What follows belongs to an exercise in optimizing a design on an open flow for small area, a short achievable clock period and few clock cycles per item; a production flow would make more cautious choices.
RTL that was checked went through simulation tests only; none was proved equivalent to the original.

==> inputs of job 7869 <==
==> flow/design.v (excerpt) <==
module NTTN (input             clk, reset,
             input             load_w,
             input             load_data,
             input             start,
             input             start_intt,
             input      [13:0] din,
             output reg        done,
             output reg [13:0] dout);
localparam NM = 5;    
localparam T0 = 65;   
localparam LS = 2 + NM;        
localparam RUN0 = 34;          
integer i;
reg        lw_r, ld_r, st_r, sti_r;
reg [13:0] din_r;
always @(posedge clk or posedge reset) begin
    if (reset) begin
        lw_r <= 1'b0; ld_r <= 1'b0; st_r <= 1'b0; sti_r <= 1'b0;
    end else begin
        lw_r <= load_w; ld_r <= load_data; st_r <= start; sti_r <= start_intt;
    end
end
always @(posedge clk) din_r <= din;
reg        wact;
reg [6:0]  wcnt;
always @(posedge clk or posedge reset) begin
    if (reset) begin
        wact <= 1'b0; wcnt <= 7'd0;
    end else if (lw_r) begin
        wact <= 1'b1; wcnt <= 7'd0;
    end else if (wact) begin
        wcnt <= wcnt + 7'd1;
        if (wcnt == 7'd65) wact <= 1'b0;
    end
end
reg [13:0] Tr [0:15];
reg [3:0]  tph;
reg [13:0] q;
wire       tload = wact && (wcnt < 7'd16);
wire [3:0] tph_n = (wact && wcnt == 7'd15) ? 4'd0 : tph + 4'd1;
always @(posedge clk) begin
    for (i = 0; i < 15; i = i + 1) Tr[i] <= Tr[i + 1];
    Tr[15] <= tload ? din_r : Tr[0];
    tph <= tph_n;
    if (wact && wcnt == 7'd64) q <= din_r;
end
reg        act;
reg [6:0]  cnt;
reg        dirv, intt;
wire       strt  = st_r || sti_r;
wire       hold  = (cnt == RUN0) && !dirv && !strt;
wire       intt_now = dirv ? intt : sti_r;
wire       intt_n = (act && strt && !dirv) ? sti_r : intt;
  ...
make LEC_CHECK=0 CAP_MARGIN=20 CORE_MARGIN=2 CORE_UTILIZATION=40 SETUP_SLACK_MARGIN=3.9 SLEW_MARGIN=20 finish   # period 7.5 ns
run.sh (not shown) runs the stock make flow with config.mk's settings and CLKGATE_MAP_FILE= SYNTH_SCRIPT=/design/flow/synth_recipe.tcl, a recipe that flattens the netlist after the stock synthesis.
==> inputs of job 4851, as changes to job 7869 <==
SETUP_SLACK_MARGIN = 4.2   (was 3.9)
==> results.txt <==
buffering overhead=2.991%; GR Util All Layers=20.28%; GRT met1 Usage=28.06%; DR vias/cell=5.389; hold_sp=tr0[5][3]$_DFF_P_; Max-Slew Margin vs Limit=31.44%; outcome=timing/DRC/antenna clean; largest net degree at the start of global routing=68; DR WL met2=82.56 mm; reg2reg path depth=13
the above is filed under job 7869

==> results.txt <==
outcome=timing/DRC/antenna clean; buffering overhead=3.946%; Max-Slew Margin vs Limit=23.99%; GRT met1 Usage=28.84%; largest net degree at the start of global routing=58; DR vias/cell=5.420; DR WL met2=86.22 mm
the above is filed under job 4851

No functional check of the RTL was part of any run of this note.

* * *

==> inputs of v35 <==
NTTN, a different RTL version from the one above (not shown whole).
Settings: LEC_CHECK=0, CAP_MARGIN=20, CORE_MARGIN=2, CORE_UTILIZATION=55, SETUP_SLACK_MARGIN=4.3, SLEW_MARGIN=20; clock period 7.5 ns.
==> v12 (differences from v35) <==
--- a/flow/config.mk
+++ b/flow/config.mk
@@ -9,4 +9,4 @@
 export CORE_MARGIN = 2
-export CORE_UTILIZATION = 55
-export SETUP_SLACK_MARGIN = 4.3
+export CORE_UTILIZATION = 40
+export SETUP_SLACK_MARGIN = 3.9
 export SLEW_MARGIN = 20
==> qor summary <==
| item | v12 | v35 |
|---|---|---|
| Number of clock buffer instances in the layout | 180 | 205 |
| Run status | timing/DRC/antenna clean | timing/DRC/antenna clean |
| Post-layout instance area | 79800 µm² | 80200 µm² |
| Pin slew with the least headroom to its limit | 1.20 ns | 1.07 ns |
| Start point of the worst min-delay path | SD[2][4] | tr1[4][0] |
| Met1 layer wirelength in the final routing | 76500 µm | 78300 µm |
| First-pass GRT wire length | 266000 µm | 270000 µm |
| Share of the clock period used by the worst path | 50.1% | 50.6% |
| Post-CTS Resized | 278 | 382 |
| Seq/total area | 39.7% | 39.6% |
| Critical Path Fanout Max | 6 | 5 |
| Half-perimeter wire length after placement | 119000 µm | 119000 µm |
| Drt total wl | 176000 µm | 180000 µm |
| Vertical die dimension | 417 µm | 356 µm |
| Largest stage delay on the critical path | 0.52 ns | 0.55 ns |
| Clock-cell share of area | 6.12% | 5.86% |
| Clk_skew | 0.0570 ns | 0.0293 ns |
| Destination of the worst hold path | SD[3][4] | tr1[5][0] |
Testbench counts of v35, summed over its fixed seeds: cycles 6,208, transforms 64.
Testbench counts of v12, summed over its fixed seeds: cycles 6,208, transforms 64.

[separate check: timing with driven ports]
The results above use ideal ports. As a check the final layouts listed here were re-extracted and re-timed, cells and wires unchanged. Step 1 (the two cells are an assumption about what drives the block):
set clk [get_ports {clk}]
set_driving_cell -lib_cell sky130_fd_sc_hd__clkbuf_16 $clk
set_driving_cell -lib_cell sky130_fd_sc_hd__buf_2 [delete_from_list [all_inputs] $clk]
Step 2 adds t to the input delays and takes it off the output delays; t is the mean of the earliest and latest rising clock arrival at the registers after step 1. Input paths then give back, and output paths get back, about the clock's delay inside the block. Slacks: ideal ports / drivers / drivers and shift; pairs: ideal ports / drivers.
run	shift t [ns]	setup slack, ns	hold WS [ns]
job 7869	0.851	3.803 / 3.803 / 3.803	0.291 / 0.291 / 0.291
job 4851	0.863	3.664 / 3.664 / 3.664	0.301 / 0.301 / 0.301
v35	0.851	3.702 / 3.702 / 3.702	0.311 / 0.311 / 0.311
v12	0.849	3.743 / 3.743 / 3.743	0.313 / 0.313 / 0.313
After both steps every run listed still meets setup and hold.
